Source: an optimization exercise on an open RTL-to-GDS flow (aim: a short achievable clock period and few clock cycles). Production flows keep margins and buffers that such runs may drop.
Function was not checked in any run shown here: the RTL went through the layout flow alone.
Power and IR drop assume default switching activity.

File: flow/run.sh
#!/bin/bash
# synth_recipe.tcl (not shown) runs the flow's synth.tcl, then flattens the netlist and writes it again
# the make line also repeats each setting of config.mk as NAME=value (left out here)
make -C /OpenROAD-flow-scripts/flow DESIGN_CONFIG=/design/flow/config.mk WORK_HOME=/design/flow/orfs CLKGATE_MAP_FILE= SYNTH_SCRIPT=/design/flow/synth_recipe.tcl finish
File: flow/config.mk
export PLATFORM = sky130hd
export DESIGN_NAME = cpu
export DESIGN_NICKNAME = cpu
export VERILOG_FILES = /design/flow/design.v
export SDC_FILE = /design/flow/constraint.sdc
export NUM_CORES = 4
export LEC_CHECK = 0
export CAP_MARGIN = 20
export CORE_MARGIN = 2
export CORE_UTILIZATION = 40
export SLEW_MARGIN = 20
File: flow/constraint.sdc
create_clock -name core_clock -period 5.0 [get_ports {clock}]
set_input_delay 1.0000 -clock core_clock [delete_from_list [all_inputs] [get_ports {clock}]]
set_output_delay 1.0000 -clock core_clock [all_outputs]
set_load 0.01 [all_outputs]
File: flow/design.v
`timescale 1ns/10ps
module reg_file(clock,raddr1,rout1,raddr2,rout2,raddr3,rout3,wen,waddr,win);
input           clock;
input   [2:0]   raddr1,raddr2,raddr3;
output  [15:0]  rout1,rout2,rout3;
input           wen;
input   [2:0]   waddr;
input   [15:0]  win;
reg     [15:0]  ram[7:1];
assign rout1 = raddr1 ? ram[raddr1] : 16'd0;
assign rout2 = raddr2 ? ram[raddr2] : 16'd0;
assign rout3 = raddr3 ? ram[raddr3] : 16'd0;
always @(posedge clock)
    if (wen && waddr != 3'd0)
        ram[waddr] <= win;
endmodule
`timescale 1ns/10ps
module fetch_module(clock,resetn,br,cond,a,off,pc,imem_addr);
input           clock;
input           resetn;
input           br;
input   [2:0]   cond;
input   [15:0]  a;
input   [15:0]  off;
output  [15:0]  pc;
output  [11:0]  imem_addr;
reg  [15:0] pc;
wire taken = br & ((cond == 3'd0) ? (a == 16'd0) :
                   (cond == 3'd3) ? (a != 16'd0) :
                   (cond == 3'd1) ? !a[15] : a[15]);
assign imem_addr = pc[12:1];
always @(posedge clock or negedge resetn)
if (!resetn)
    pc <= 16'd0;
else
    pc <= taken ? pc + off : pc + 16'd2;
endmodule
`timescale 1ns/10ps
module decode_module(op,rd,sel,wen,imm);
input  [3:0]  op;
input  [2:0]  rd;
output [10:0] sel;
output        wen;
output        imm;
parameter NOP = 4'd0;
parameter ADD = 4'd1;
parameter SUB = 4'd2;
parameter AND = 4'd3;
parameter OR  = 4'd4;
parameter NOT = 4'd5;
parameter SL  = 4'd6;
parameter SR  = 4'd7;
parameter SRU = 4'd8;
parameter ADDI= 4'd9;
parameter LD  = 4'd10;
parameter ST  = 4'd11;
parameter BR  = 4'd12;
assign sel[0]  = (op == ADD) || (op == ADDI);
assign sel[1]  = (op == SUB);
assign sel[2]  = (op == AND);
assign sel[3]  = (op == OR);
assign sel[4]  = (op == NOT);
assign sel[5]  = (op == SL);
assign sel[6]  = (op == SR);
assign sel[7]  = (op == SRU);
assign sel[8]  = (op == LD);
assign sel[9]  = (op == ST);
assign sel[10] = (op == BR);
assign wen     = (op >= ADD) && (op <= LD) && (rd != 3'd0);
assign imm     = (op == ADDI) || (op == LD) || (op == ST);
endmodule
`timescale 1ns/10ps
module alu_module(sel,a,b,res);
input  [7:0]  sel;
input  [15:0] a;
input  [15:0] b;
output [15:0] res;
wire        big  = |b[15:4];
wire [3:0]  sh   = b[3:0];
wire [15:0] add  = a + b;
wire [15:0] sub  = a - b;
wire [15:0] shl  = big ? 16'd0 : (a << sh);
wire [15:0] shr  = big ? 16'd0 : (a >> sh);
wire signed [15:0] sa = a;
wire [15:0] asr  = sa >>> sh;
wire [15:0] sra  = big ? {16{a[15]}} : asr;
assign res = ({16{sel[0]}} & add)
           | ({16{sel[1]}} & sub)
           | ({16{sel[2]}} & (a & b))
           | ({16{sel[3]}} & (a | b))
           | ({16{sel[4]}} & ~a)
           | ({16{sel[5]}} & shl)
           | ({16{sel[6]}} & shr)
           | ({16{sel[7]}} & sra);
endmodule
`timescale 1ns/10ps
module mem_module(ld,st,base,off,sdata,alu_res,res,dmem_addr,dmem_we,dmem_wdata,dmem_rdata);
input         ld;
input         st;
input  [15:0] base;
input  [15:0] off;
input  [15:0] sdata;
input  [15:0] alu_res;
output [15:0] res;
output [11:0] dmem_addr;
output        dmem_we;
output [15:0] dmem_wdata;
input  [15:0] dmem_rdata;
wire [12:0] ea = base[12:0] + off[12:0];
assign dmem_addr  = ea[12:1];
assign dmem_we    = st;
assign dmem_wdata = sdata;
assign res        = ld ? dmem_rdata : alu_res;
endmodule
`timescale 1ns/10ps
module wb_module(clock,resetn,wen,waddr,wdata,rf_we,rf_waddr,rf_wdata);
input           clock;
input           resetn;
input           wen;
input   [2:0]   waddr;
input   [15:0]  wdata;
output          rf_we;
output  [2:0]   rf_waddr;
output  [15:0]  rf_wdata;
reg         rf_we;
reg  [2:0]  rf_waddr;
reg  [15:0] rf_wdata;
always @(posedge clock or negedge resetn)
if (!resetn)
    rf_we <= 1'b0;
else
    rf_we <= wen;
always @(posedge clock) begin
    rf_waddr <= waddr;
    rf_wdata <= wdata;
end
endmodule
`timescale 1ns/10ps
module cpu(clock,resetn,imem_addr,imem_rdata,dmem_addr,dmem_we,dmem_wdata,dmem_rdata,
           rf_we,rf_waddr,rf_wdata);
input       clock;
input       resetn;
output [11:0] imem_addr;
input  [15:0] imem_rdata;
output [11:0] dmem_addr;
output        dmem_we;
output [15:0] dmem_wdata;
input  [15:0] dmem_rdata;
output        rf_we;
output [2:0]  rf_waddr;
output [15:0] rf_wdata;
wire [15:0] pc;
wire [15:0] inst = imem_rdata;
wire [3:0]  op   = inst[15:12];
wire [2:0]  rd   = inst[11:9];
wire [2:0]  rs1  = inst[8:6];
wire [2:0]  rs2  = inst[5:3];
wire [15:0] sx   = {{10{inst[5]}}, inst[5:0]};
wire [10:0] dec_sel;
wire        dec_wen;
wire        dec_imm;
decode_module decode(.op(op), .rd(rd), .sel(dec_sel), .wen(dec_wen), .imm(dec_imm));
wire [15:0] rf1, rf2, rfd;
wire [15:0] ex_res;
reg         ex_wen;
reg  [2:0]  ex_rd;
reg_file regs(.clock(clock),
              .raddr1(rs1), .rout1(rf1),
              .raddr2(rs2), .rout2(rf2),
              .raddr3(rd),  .rout3(rfd),
              .wen(ex_wen), .waddr(ex_rd), .win(ex_res));
wire fwd1 = ex_wen && (ex_rd == rs1);
wire fwd2 = ex_wen && (ex_rd == rs2);
wire fwdd = ex_wen && (ex_rd == rd);
wire [15:0] v1 = fwd1 ? ex_res : rf1;
wire [15:0] v2 = fwd2 ? ex_res : rf2;
wire [15:0] vd = fwdd ? ex_res : rfd;
reg  [15:0] ex_a, ex_b, ex_s, ex_sx;
reg  [10:0] ex_sel;
reg  [2:0]  ex_cond;
always @(posedge clock or negedge resetn)
if (!resetn) begin
    ex_sel  <= 11'd0;
    ex_wen  <= 1'b0;
    ex_rd   <= 3'd0;
    ex_cond <= 3'd0;
end else begin
    ex_sel  <= dec_sel;
    ex_wen  <= dec_wen;
    ex_rd   <= rd;
    ex_cond <= rd;
end
always @(posedge clock) begin
    ex_a  <= v1;
    ex_b  <= dec_imm ? sx : v2;
    ex_s  <= vd;
    ex_sx <= sx;
end
wire [15:0] alu_res;
alu_module alu(.sel(ex_sel[7:0]), .a(ex_a), .b(ex_b), .res(alu_res));
wire ex_ld = ex_sel[8];
wire ex_st = ex_sel[9];
wire ex_br = ex_sel[10];
mem_module mem(.ld(ex_ld), .st(ex_st), .base(ex_a), .off(ex_sx), .sdata(ex_s),
               .alu_res(alu_res), .res(ex_res),
               .dmem_addr(dmem_addr), .dmem_we(dmem_we), .dmem_wdata(dmem_wdata),
               .dmem_rdata(dmem_rdata));
fetch_module fetch(.clock(clock), .resetn(resetn), .br(ex_br), .cond(ex_cond),
                   .a(ex_a), .off(ex_sx), .pc(pc), .imem_addr(imem_addr));
wb_module wb(.clock(clock), .resetn(resetn), .wen(ex_wen), .waddr(ex_rd), .wdata(ex_res),
             .rf_we(rf_we), .rf_waddr(rf_waddr), .rf_wdata(rf_wdata));
endmodule
==> results of run 1 <==
[stage by stage]
step | instance area, um^2 | std cells | power, W | util | hold slack (ps)
final | 16900 | 1995 | 0.00638 | 0.459 | 495
after floorplan | 15000 | 1473 | 0.00403 | - | 345
after detailed placement | 16200 | 1957 | 0.00486 | 0.442 | 491
after global routing | 16900 | 1995 | 0.00673 | 0.459 | 509
after CTS | 16900 | 1995 | 0.00639 | 0.459 | 500
after global placement | 16200 | 1957 | 0.00485 | 0.442 | 492
[metal layers]
metal	vias to the layer above	track usage
met5	-	0
met4	0	0.0833
met3	85	0.0385
met2	601	0.411
met1	6178	0.336
li1	5677	-
[flip-flops by register name, indices dropped and copies added, names as in the netlist]
signal and count:
ex_a 16, ex_b 16, ex_cond 3, ex_s 16, ex_sel 11, ex_sx 6, ex_wen 1, fetch.pc 13
regs.ram 112, wb.rf_waddr 3, wb.rf_wdata 16, wb.rf_we 1
[worst max-delay path: cells and delay by family (launching register included)]
family | cells | cell delay (ps)
AOI/OAI and AO/OA | 5 | 910
xor gates and xnor gates | 1 | 140
adders and majority gates | 1 | 490
buffers and inverters | 2 | 830
DFF | 1 | 620
and+or+nand+nor | 1 | 120
[worst paths after layout]
kind,to,slack [ps],cells after the start
setup / recovery,dmem_addr[11],400,10
hold / removal,fetch.pc[12],490,1
setup reg to reg,regs.ram[1][13],1190,9
hold reg to reg,fetch.pc[12],490,1
max in group asynchronous,ex_sel[4],3790,2
min in group asynchronous,fetch.pc[8],900,2
[layout by cell type, fill, tap and decap left out, types with 19 or more instances in the layout]
| cell | Yosys | routed |
|---|---|---|
| nor2_1 | 117 | 117 |
| edfxtp_1 | 112 | 112 |
| a21oi_1 | 100 | 100 |
| nand2_1 | 88 | 88 |
| clkdlybuf4s50_1 | 0 | 88 |
| inv_1 | 78 | 78 |
| o21ai_0 | 78 | 78 |
| ha_1 | 72 | 72 |
| dfxtp_1 | 73 | 71 |
| mux4_2 | 68 | 68 |
| mux2i_1 | 61 | 61 |
| buf_4 | 13 | 41 |
| a211oi_1 | 36 | 36 |
| xnor2_1 | 33 | 33 |
| nor3_1 | 32 | 31 |
| dfrtp_1 | 29 | 29 |
| nand3_1 | 28 | 28 |
| mux2_2 | 23 | 23 |
| o211ai_1 | 21 | 21 |
| clkbuf_16 | 0 | 21 |
| nand2b_1 | 20 | 20 |
| o22ai_1 | 20 | 20 |
| o31ai_1 | 20 | 19 |
[where the power goes]
part	switching (W)	internal, W	leakage, nW
clock network	0.000664	0.000854	0.326
logic	0.00139	0.00111	4.06
registers	0.000259	0.00211	2.01
[layout make-up]
type,count,share of cell area
Clock buffer,26,0.0334
Clock inverter,12,0.00504
Inverter,81,0.0180
Multi-Input combinational cell,1059,0.508
Sequential cell,214,0.329
Tap cell,468,0.0347
Timing Repair Buffer,135,0.0721
[cell families (layout without fill, tap and decap cells)]
group	Yosys count	after routing	share of synthesized area
and+or+nand+nor	358	358	0.112
muxes	159	159	0.172
adders and majority gates	76	76	0.0654
DFF	214	214	0.370
AOI/OAI and AO/OA	422	422	0.196
buffers and inverters	200	254	0.0589
xor gates and xnor gates	44	44	0.0257
==> PnR_summary.wiki, run 1 <==
{| class="wikitable"
! Metric !! Value
|-
| Leading post-synthesis cells by cell area || edfxtp_1 22%, mux4_2 10%, dfxtp_1 9.7%
|-
| CP Max Fanout || 11
|-
| Yosys warning count || 4
|-
| Endpoints failing hold || 0
|-
| Most frequently used flop master after synthesis || edfxtp_1
|-
| Beginning of the worst hold path || fetch.pc[12]
|-
| Insertion delay to the later sink of the worst-skew pair || 520 ps
|-
| Worst setup path start || ex_a[1]
|-
| Max capacitance violation total || 0
|-
| Final RePlAce weighted congestion || 0.976
|-
| Synth Cell Area || between 15,000 and 20,000 um^2
|-
| Maximum number of pins on one net before global-route repair || 43
|-
| Overall die width || 198 um
|-
| Die boundary height || 198 um
|-
| Area used by multi-input combinational logic || 8590 um^2
|-
| Max-slew violation total from the final report || 0
|-
| Sum of met2 wire segment lengths after detailed routing || 23.1 mm
|-
| Critical path start-end classification || flip-flop to output port
|-
| Top cell type's share of synthesized area || 0.224
|-
| Number of global-route vias before repair || 12,300
|-
| Setup-failing EPs final || 0
|-
| Cell with the most instances after synthesis || nor2_1
|-
| Initial Utilization || 0.408
|-
| Kind of start point of the critical path || flip-flop
|-
| Count of TritonRoute iterations in the first routing pass || 5
|-
| Final HPWL DP || 34.7 mm
|-
| Detailed-route wire length on metal 1 || 20.6 mm
|-
| Top Ports || 95
|-
| Diode count || 0
|-
| Setup repair after global routing missed its margin || false
|-
| CORE AREA || between 30,000 and 40,000 um^2
|-
| Class of the most critical hold timing path || flip-flop to flip-flop
|-
| Initial antenna violation count || 0
|-
| Final layout net count || 1,622
|-
| Syn Area/Cell || 10.2 um^2
|-
| Detail-routed via count per cell || 6.29
|-
| Worst EP required || 4000 ps
|-
| H-tree Lvls || 1
|-
| CTS buffer count || 21
|-
| Final-layout setup total negative slack || 0 ps
|-
| DRC violation count after routing || 0
|-
| Portion of the post-synthesis area used by sequential elements || 0.370
|-
| Top layer reached by signal wires || met4
|-
| Antenna violation net count after detailed routing || 0
|-
| Final worst path period share || 0.920
|-
| Final setup skew || approximately 24 ps
|-
| Final worst setup slack || 402 ps
|-
| Async set or reset register ratio after synthesis || 0.136
|-
| Number of synthesized register bits || 214
|-
| Clock sink count || 214
|-
| Cell-by-cell listing of the critical path || inv_1, fa_1, nor2b_1, o21ai_0, a21boi_0, o211ai_1, a21oi_1, o31ai_1, xnor2_1, clkdlybuf4s50_1
|-
| # rows || 70
|-
| Vias post-DR || 12,500
|-
| Mapped Cells || 1,473
|-
| Largest area contributor in the netlist || edfxtp_1
|-
| Largest buffer count on any clock path || 3
|-
| Number of gates given a new drive strength after cts || 0
|-
| First-pass GRT wire length || 74.5 mm
|-
| Remaining global-route overflow || 0
|-
| Drt wl/cell || 24.5 um
|-
| LEAKAGE || 6.39 nW
|-
| Element type at the critical path end || output port
|-
| Post-Place Worst Slack || roughly 950 ps
|-
| Clock tree from TritonCTS || yes
|-
| Area taken by flip-flops and latches || 5550 um^2
|-
| Net Count, Synth || 1,583
|-
| Fraction of final layout cells sized beyond drive strength 1 || 0.134
|-
| Status || finished clean
|-
| Headroom to the max-slew limit || 0.439
|-
| Total power per unit cell area || 378 nW/um^2
|-
| CP peak stage delay || 620 ps
|-
| Cell with the largest stage delay on the worst path || dfxtp_1
|-
| Routed length on met3 || 3.85 mm
|-
| Transition time of the tightest slew-check pin || 841 ps
|-
| Min Clock Period, post-route || 4600 ps
|-
| Start of the worst register-to-register path || ex_a[4]
|-
| CTS clk-pin slew, worst paths || approximately 70 ps
|-
| Data arrival time of the critical path || 3600 ps
|-
| Number of hold buffers added after CTS || 0
|-
| Number of enable flip-flop cells after synthesis || 112
|-
| GRT Resource Usage Total || 0.249
|-
| Number of distinct library cells after synthesis || 87
|-
| Cell chosen for the clock root || clkbuf_16
|-
| DIE AREA || 39,100 um^2
|-
| Most used standard cells in the synthesized netlist || 117 x nor2_1, 112 x edfxtp_1, 100 x a21oi_1, 88 x nand2_1
|-
| Count of fill cells added during filler insertion || roughly 3,400
|-
| Max Fclk || 217 MHz
|-
| Post-detailed-routing wire length || 48.9 mm
|-
| Setup bufs post-CTS || 0
|-
| Number of DRC violations after detailed-routing iteration 0 || 1,386
|-
| Worst vdd rail ir drop || 0.309 mV
|-
| Number of port buffers || 94
|-
| Post-synthesis to final-layout area growth || 12.6%
|}
==> run 2, diff against run 1 <==
--- a/flow/config.mk
+++ b/flow/config.mk
@@ -7,2 +7,3 @@
 export LEC_CHECK = 0
+export ABC_CLOCK_PERIOD_IN_PS = 2000
 export CAP_MARGIN = 20
@@ -10,2 +11,3 @@
 export CORE_UTILIZATION = 40
+export SETUP_SLACK_MARGIN = 3.0
 export SLEW_MARGIN = 20
==> PnR_summary.wiki, run 2 <==
{| class="wikitable"
! Metric !! Value
|-
| Status || finished clean
|-
| Top register by number of flip-flops || regs.ram
|-
| Most frequently used flop master after synthesis || edfxtp_1
|-
| Start of the worst register-to-register path || ex_a[5]
|-
| Final-layout setup total negative slack || 0 ps (unchanged)
|-
| Worst setup path start || ex_a[1]
|-
| Max capacitance violation total || 0 (unchanged)
|-
| Class of the most critical hold timing path || flip-flop to flip-flop
|-
| DIE AREA || 39,100 um^2 (unchanged)
|-
| Cell with the most instances after synthesis || nor2_1
|-
| Mapped Cells || 1,473 (unchanged)
|-
| Maximum number of pins on one net before global-route repair || 36 (-16%)
|-
| Most common cell after layout, fill and taps aside || buf_4
|-
| Endpoint of the worst setup timing path || dmem_addr[11]
|-
| Count of TritonRoute iterations in the first routing pass || 6 (+1)
|-
| Met3 global-route usage || 0.0404 (+0.00187)
|-
| Largest area contributor in the netlist || edfxtp_1
|-
| Element type at the critical path end || output port
|-
| H-tree Lvls || 1 (unchanged)
|-
| CORE AREA || 36,800 um^2 (unchanged)
|-
| Drt wl/cell || 25.5 um (+3.8%)
|-
| Insertion delay to the later sink of the worst-skew pair || 520 ps (about the same)
|-
| Count of fill cells added during filler insertion || 3,112 (-9.6%)
|-
| Worst reg2reg path depth || 13 (+4)
|-
| Highest-count cells in the layout ignoring fill and taps || 137 x buf_4, 112 x edfxtp_1, 97 x nor2_1, 84 x nand2_1, 76 x a21oi_1
|-
| Critical path start-end classification || flip-flop to output port
|-
| Share of power burned in combinational logic || 0.479 (+0.088)
|-
| Die boundary height || 198 um (unchanged)
|-
| Number of global-route vias before repair || 13,200 (+7.6%)
|-
| Busiest layer in global routing || met2
|-
| Initial antenna violation count || 0 (unchanged)
|-
| Kind of start point of the critical path || flip-flop
|-
| CTS buffer count || 22 (+4.8%)
|-
| Antenna violation net count after detailed routing || 0 (unchanged)
|-
| LEAKAGE || 7.73 nW (+21%)
|-
| Cell-by-cell listing of the critical path || buf_12, inv_8, fa_2, nor2b_2, o21ai_2, a21boi_2, o211ai_1, a21oi_2, o31ai_2, xnor2_1, buf_2
|-
| Switching share of power || 0.370 (+0.00781)
|-
| Data arrival time of the critical path || 2570 ps (-1030 ps)
|-
| Post-synthesis to final-layout area growth || 36.1%
|-
| Final HPWL DP || 35.7 mm (+3.0%)
|-
| Number of hold buffers added after CTS || 0 (unchanged)
|-
| Clock tree from TritonCTS || yes
|-
| Min Clock Period, post-route || 3570 ps (-1030 ps)
|-
| Transition time of the tightest slew-check pin || 1020 ps (+182 ps)
|-
| Number of DRC violations after detailed-routing iteration 0 || 1,427 (+3.0%)
|-
| Overall die width || 198 um (unchanged)
|-
| Met2 track demand over resource in global routing || 0.455 (+0.0439)
|-
| Final worst path period share || 0.714 (-0.206)
|-
| Initial Utilization || 0.408 (unchanged)
|-
| Async set or reset register ratio after synthesis || 0.136 (unchanged)
|-
| Leading post-synthesis cells by cell area || edfxtp_1 22%, mux4_2 10%, dfxtp_1 9.7%
|-
| CTS clk-pin slew, worst paths || 60 ps (about the same)
|-
| Reg2Reg Capture Point || regs.ram[5][13]
|-
| Cell chosen for the clock root || clkbuf_16
|-
| Max-slew violation total from the final report || 0 (unchanged)
|-
| Final setup skew || 13.3 ps (-10.3 ps)
|-
| Portion of the post-synthesis area used by sequential elements || 0.370 (unchanged)
|-
| Top Ports || 95 (unchanged)
|-
| # rows || 70 (unchanged)
|-
| Fraction of final layout cells sized beyond drive strength 1 || 0.428 (+0.294)
|-
| Filler-free cell count of the finished design || 2,170 (+8.8%)
|-
| Clock group share of total power || 0.221 (-0.017)
|-
| First-pass GRT wire length || 81.7 mm (+9.7%)
|-
| DRC violation count after routing || 0 (unchanged)
|-
| Endpoints failing hold || 0 (unchanged)
|-
| Met1 track demand over resource || 0.367 (+0.0312)
|-
| Most used standard cells in the synthesized netlist || 117 x nor2_1, 112 x edfxtp_1, 100 x a21oi_1, 88 x nand2_1
|-
| Setup-failing EPs final || 0 (unchanged)
|-
| Share of power burned in registers || 0.300 (-0.071)
|-
| GRT Resource Usage Total || 0.275 (+0.0254)
|-
| Clock sink count || 214 (unchanged)
|-
| Final RePlAce weighted congestion || 0.980 (+0.43%)
|-
| Net Count, Synth || 1,583 (unchanged)
|-
| Diode count || 0 (unchanged)
|-
| Number of enable flip-flop cells after synthesis || 112 (unchanged)
|-
| Headroom to the max-slew limit || 0.318 (-0.122)
|-
| Worst EP required || 4000 ps (about the same)
|-
| Detail-routed via count per cell || 6.25 (-0.51%)
|-
| Total power per unit cell area || 381 nW/um^2 (+0.87%)
|-
| Cell with the largest stage delay on the worst path || dfxtp_4
|-
| CP peak stage delay || 400 ps (-220 ps)
|-
| Yosys warning count || 4 (unchanged)
|-
| Flip-flop count of the largest register after layout || 112 (unchanged)
|-
| Worst hold-check slack || 536 ps (+41.2 ps)
|-
| Post-detailed-routing wire length || 55.3 mm (+13%)
|-
| Post-Route Utilization || 0.555 (+0.0960)
|-
| Switching Power || 0.00288 W (+25%)
|-
| Overall power after layout || 0.00779 W (+22%)
|-
| Slack of the worst reg-to-reg path || 1940 ps (+750 ps)
|-
| Placed cells || 1,953 (-0.20%)
|-
| Worst vdd rail ir drop || 0.255 mV (-17%)
|-
| Number of synthesized register bits || 214 (unchanged)
|-
| Setup repair after global routing missed its margin || true
|-
| Max Fclk || 280 MHz (+29%)
|-
| Synth Cell Area || 15,000 um^2 (unchanged)
|-
| Vias post-DR || 13,600 (+8.2%)
|-
| Number of port buffers || 94 (unchanged)
|-
| Number of distinct library cells after synthesis || 87 (unchanged)
|-
| Top cell type's share of synthesized area || 0.224 (unchanged)
|-
| Syn Area/Cell || 10.2 um^2 (unchanged)
|-
| Remaining global-route overflow || 0 (unchanged)
|-
| Final layout net count || 1,796 (+11%)
|-
| Largest buffer count on any clock path || 3 (unchanged)
|-
| Int Power || 0.00490 W (+20%)
|-
| CP Max Fanout || 4 (-7)
|}
==> run 2: layout make-up <==
type / count / area, um^2 / share of cell area
Sequential cell: 214 / 5660 / 0.277
Timing Repair inverter: 1 / 8.76 / 0.000429
Clock inverter: 12 / 124 / 0.00606
Inverter: 81 / 350 / 0.0171
Timing Repair Buffer: 305 / 2750 / 0.134
Multi-Input combinational cell: 1061 / 10300 / 0.505
Clock buffer: 28 / 636 / 0.0311
Tap cell: 468 / 586 / 0.0287
==> run 2: cell families (layout without fill, tap and decap cells) <==
family	after synthesis	in the layout	share of synthesized area
AOI/OAI and AO/OA	422	424	0.196
xor gates and xnor gates	44	44	0.0257
adders and majority gates	76	76	0.0654
buffers and inverters	200	427	0.0589
DFF	214	214	0.370
muxes	159	159	0.172
and+or+nand+nor	358	358	0.112
==> run 2: worst min path at each step <==
| stage | start | end | slack, ps | cells after the start |
|---|---|---|---|---|
| after detailed placement | fetch.pc[12] | fetch.pc[12] | 490 | 1 |
| after global routing | fetch.pc[0] | fetch.pc[0] | 550 | 1 |
| final | fetch.pc[0] | fetch.pc[0] | 540 | 1 |
| after global placement | fetch.pc[12] | fetch.pc[12] | 490 | 1 |
| after floorplan | ex_cond[0] | wb.rf_waddr[0] | 350 | 0 |
| after CTS | fetch.pc[0] | fetch.pc[0] | 530 | 1 |
==> run 2: repair_timing <==
| item | in CTS | in global routing |
|---|---|---|
| setup endpoints to repair | 259 | 229 |
| pin swaps | 81 | 71 |
| cloned | 5 | 0 |
| endpoints found under the hold margin | 0 | 0 |
| setup buffers | 125 | 47 |
| gates resized for setup | 516 | 165 |
==> run 2: layer usage <==
layer	wire length, um	vias up	share of wire
li1	-	6048	-
met1	22400	6762	0.40
met2	26600	650	0.48
met3	4210	112	0.076
met5	0	-	0
met4	2050	0	0.037
==> run 2: stage by stage <==
step	instance area [um^2]	setup slack, ps
floorplan	15700	2010
global placement	16700	1290
detailed placement	16700	1250
CTS	19300	1360
global route	20400	1300
finish	20400	1430
==> run 2: worst max-delay path, delay by kind of cell (launching register included) <==
family,cells,cell delay (ps)
adders and majority gates,1,350
DFF,1,400
buffers and inverters,3,320
xor gates and xnor gates,1,150
and+or+nand+nor,1,150
AOI/OAI and AO/OA,5,700
==> run 2: power groups by stage <==
stage	Clock (W)	Combinational (W)	Sequential [W]
finish	0.00172	0.00373	0.00234
global placement	0	0.00258	0.00243
global route	0.00181	0.00396	0.00236
floorplan	0	0.00192	0.00230
CTS	0.00175	0.00328	0.00233
detailed placement	0	0.00260	0.00243
==> run 3, diff against run 2 <==
--- a/flow/config.mk
+++ b/flow/config.mk
@@ -7,3 +7,3 @@
 export LEC_CHECK = 0
-export ABC_CLOCK_PERIOD_IN_PS = 2000
+export ABC_CLOCK_PERIOD_IN_PS = 2500
 export CAP_MARGIN = 20
@@ -11,3 +11,3 @@
 export CORE_UTILIZATION = 40
-export SETUP_SLACK_MARGIN = 3.0
+export SETUP_SLACK_MARGIN = 2.5
 export SLEW_MARGIN = 20
==> PnR_summary.wiki, run 3 <==
{| class="wikitable"
! Metric !! Value
|-
| Max Fclk || 279 MHz (-0.45%)
|-
| Most common cell after layout, fill and taps aside || buf_4
|-
| Gate family responsible for the most delay along the worst path || compound AO/OA/AOI/OAI gates
|-
| Min Clock Period, post-route || 3580 ps (+16.1 ps)
|-
| CP peak stage delay || 320 ps (-80 ps)
|-
| Cell-by-cell listing of the critical path || buf_6, ha_4, nor2b_4, o21ai_2, a21boi_2, o211ai_1, buf_4, a21oi_4, buf_6, o31ai_4, xnor2_1, buf_2
|-
| H-tree Lvls || 1 (unchanged)
|-
| GRT Resource Usage Total || 0.269 (-0.00528)
|-
| Number of DRC violations after detailed-routing iteration 0 || 1,519 (+6.4%)
|-
| Overall power after layout || 0.00738 W (-5.3%)
|-
| Final RePlAce weighted congestion || 0.932 (-4.9%)
|-
| Initial Utilization || 0.408 (unchanged)
|-
| Class of the most critical hold timing path || flip-flop to flip-flop
|-
| Data arrival time of the critical path || 2580 ps (about the same)
|-
| Top cell type's share of synthesized area || 0.224 (unchanged)
|-
| Final worst path period share || 0.717 (+0.00322)
|-
| Number of synthesized register bits || 214 (unchanged)
|-
| Die boundary height || 198 um (unchanged)
|-
| Clock sink count || 214 (unchanged)
|-
| Element type at the critical path end || output port
|-
| Largest buffer count on any clock path || 3 (unchanged)
|-
| Beginning of the worst hold path || fetch.pc[12]
|-
| CP Max Fanout || 3 (-1)
|-
| Kind of start point of the critical path || flip-flop
|-
| Worst EP required || 4000 ps (about the same)
|-
| Yosys warning count || 4 (unchanged)
|-
| CTS buffer count || 21 (-4.5%)
|-
| Antenna violation net count after detailed routing || 0 (unchanged)
|-
| Status || finished clean
|-
| Overall die width || 198 um (unchanged)
|-
| Max capacitance violation total || 0 (unchanged)
|-
| Final setup skew || 15.3 ps (+1.98 ps)
|-
| Number of hold buffers added after CTS || 0 (unchanged)
|-
| Worst hold-check slack || 514 ps (-21.7 ps)
|-
| Net Count, Synth || 1,583 (unchanged)
|-
| Final-layout setup total negative slack || 0 ps (unchanged)
|-
| Maximum number of pins on one net before global-route repair || 34 (-5.6%)
|-
| Headroom to the max-slew limit || 0.316 (-0.00210)
|-
| Insertion delay to the later sink of the worst-skew pair || 510 ps (about the same)
|-
| Library cell appearing most often on the critical path || buf_6
|-
| Top layer reached by signal wires || met4
|-
| Top Ports || 95 (unchanged)
|-
| Remaining global-route overflow || 0 (unchanged)
|-
| Clock tree from TritonCTS || yes
|-
| Count of TritonRoute iterations in the first routing pass || 8 (+2)
|-
| Drt wl/cell || 25.5 um (+0.31%)
|-
| Endpoints failing hold || 0 (unchanged)
|-
| Total power per unit cell area || 375 nW/um^2 (-1.7%)
|-
| Cell chosen for the clock root || clkbuf_16
|-
| Worst setup path start || ex_a[2]
|-
| Post-synthesis to final-layout area growth || 31.2%
|-
| Setup-failing EPs final || 0 (unchanged)
|-
| Number of enable flip-flop cells after synthesis || 112 (unchanged)
|-
| Transition time of the tightest slew-check pin || 1020 ps (-0.634 ps)
|-
| Routed length on met3 || 4.41 mm (+4.7%)
|-
| # rows || 70 (unchanged)
|-
| Initial antenna violation count || 3 (+3)
|-
| Slack of the worst reg-to-reg path || 1950 ps (about the same)
|-
| Mapped Cells || 1,473 (unchanged)
|-
| Max-slew violation total from the final report || 0 (unchanged)
|-
| Number of global-route vias before repair || 13,100 (-0.52%)
|-
| Most used standard cells in the synthesized netlist || 117 x nor2_1, 112 x edfxtp_1, 100 x a21oi_1, 88 x nand2_1
|-
| DIE AREA || 39,100 um^2 (unchanged)
|-
| Portion of the post-synthesis area used by sequential elements || 0.370 (unchanged)
|-
| CTS clk-pin slew, worst paths || 70 ps (about the same)
|-
| Start of the worst register-to-register path || ex_a[0]
|-
| Syn Area/Cell || 10.2 um^2 (unchanged)
|-
| Worst path buffer plus inverter count || 4 (+1)
|-
| Setup repair after global routing missed its margin || true
|-
| Detail-routed via count per cell || 6.30 (+0.78%)
|-
| Post-detailed-routing wire length || 54.3 mm (-1.8%)
|-
| Cell with the largest stage delay on the worst path || dfxtp_2
|-
| Fraction of final layout cells sized beyond drive strength 1 || 0.342 (-0.0859)
|-
| CORE AREA || 36,800 um^2 (unchanged)
|-
| Final layout net count || 1,749 (-2.6%)
|-
| Vias post-DR || 13,400 (-1.4%)
|-
| LEAKAGE || 7.37 nW (-4.6%)
|-
| Final HPWL DP || 34.9 mm (-2.3%)
|-
| Leading post-synthesis cells by cell area || edfxtp_1 22%, mux4_2 10%, dfxtp_1 9.7%
|-
| Number of distinct library cells after synthesis || 87 (unchanged)
|-
| Number of port buffers || 94 (unchanged)
|-
| Largest area contributor in the netlist || edfxtp_1
|-
| Cell with the most instances after synthesis || nor2_1
|-
| Post-Route Utilization || 0.535 (-0.0200)
|-
| Top register by number of flip-flops || regs.ram
|-
| Worst vdd rail ir drop || 0.237 mV (-7.0%)
|-
| DRC violation count after routing || 0 (unchanged)
|-
| Async set or reset register ratio after synthesis || 0.136 (unchanged)
|-
| Count of fill cells added during filler insertion || 3,173 (+2.0%)
|-
| Sum of met2 wire segment lengths after detailed routing || 25.7 mm (-3.4%)
|-
| Synth Cell Area || 15,000 um^2 (unchanged)
|-
| First-pass GRT wire length || 79.8 mm (-2.3%)
|-
| Critical path start-end classification || flip-flop to output port
|-
| Most frequently used flop master after synthesis || edfxtp_1
|-
| Detailed-route wire length on metal 1 || 22.2 mm (-0.93%)
|-
| Flip-flop count of the largest register after layout || 112 (unchanged)
|-
| Highest-count cells in the layout ignoring fill and taps || 119 x buf_4, 112 x edfxtp_1, 102 x nor2_1, 85 x nand2_1, 82 x a21oi_1
|}
-- run 3: power breakdown --
group          internal (W)  switching, W  total (W)  leakage (nW)
clock network      0.000903      0.000703    0.00161         0.329
logic               0.00159       0.00183    0.00342          5.04
registers           0.00212      0.000232    0.00235          2.01
-- run 3: cell type report --
class / count / area, um^2 / area share
clock inverter: 14 / 150 / 0.00762
timing repair buffer: 259 / 2400 / 0.122
timing repair inverter: 1 / 8.76 / 0.000445
clock buffer: 23 / 543 / 0.0276
inverter: 81 / 370 / 0.0188
sequential: 214 / 5630 / 0.286
multi-input combinational: 1061 / 10000 / 0.508
antenna: 3 / 7.51 / 0.000381
tap: 468 / 586 / 0.0297
-- run 3: cell families (layout without fill, tap and decap cells) --
logic type	Yosys count	after routing	synth area share
flops	214	214	0.370
compound gates	422	424	0.196
fa+ha+maj	76	76	0.0654
simple gates	358	358	0.112
mux	159	159	0.172
xor+xnor	44	44	0.0257
other cells	0	3	0
buf+inv	200	378	0.0589
-- run 3: worst register-to-register path: cells and delay by family, from the launching register on --
kind	cells	cell delay (ps)
buf+inv	6	820
fa+ha+maj	2	590
flops	1	360
compound gates	6	1010
simple gates	1	180
-- run 3: path summary, 6_finish.rpt --
| path | end | cells after the start |
|---|---|---|
| max | dmem_addr[11] | 12 |
| min | fetch.pc[12] | 1 |
| max reg2reg | ex_a[10] | 15 |
| min reg2reg | fetch.pc[12] | 1 |
| max in group asynchronous | fetch.pc[3] | 2 |
| min in group asynchronous | fetch.pc[9] | 2 |
-- run 3: timing repair --
item / CTS / global route
gates cloned: 2 / 3
setup buffers: 87 / 36
endpoints found under the setup margin: 213 / 197
pin swaps: 58 / 62
gates resized for setup: 262 / 133
-- run 3: metal layers --
| metal | global-route usage | up-vias |
|---|---|---|
| li1 | - | 5942 |
| met4 | 0.108 | 0 |
| met3 | 0.0332 | 124 |
| met1 | 0.362 | 6663 |
| met2 | 0.443 | 659 |
| met5 | 0 | - |
-- run 3: per-stage QoR --
| stage | std cells | cell area (um^2) | setup WS, ps |
|---|---|---|---|
| finish | 2124 | 19700 | 1420 |
| global route | 2124 | 19700 | 1310 |
| CTS | 2082 | 18800 | 1420 |
| detailed placement | 1956 | 16600 | 1250 |
| global placement | 1956 | 16600 | 1300 |
| floorplan | 1473 | 15400 | 2010 |

[afterwards: timing with drivers on the ports]
Ports are ideal in the flow. The routed layouts listed here were re-timed in OpenROAD.
Step 1, drivers: a clkbuf_16 drives clock and a buf_2 each remaining input, both assumed.
Step 2 times the ports against the registers' clock, not the clock port: input delays grow and output delays shrink by t, the midpoint of the rising clock arrivals with the driver on.
Three values: ideal, step 1, step 2; two values: the first two.
run | t, ns | slack for setup (ns) | worst data-port slew with drivers (ns)
run 1 | 0.554 | 0.402 / 0.353 / 0.907 | 0.07
run 2 | 0.560 | 1.432 / 1.385 / 1.521 | 0.06
run 3 | 0.550 | 1.415 / 1.366 / 1.631 | 0.08
After both steps setup and hold are still met in every run listed.
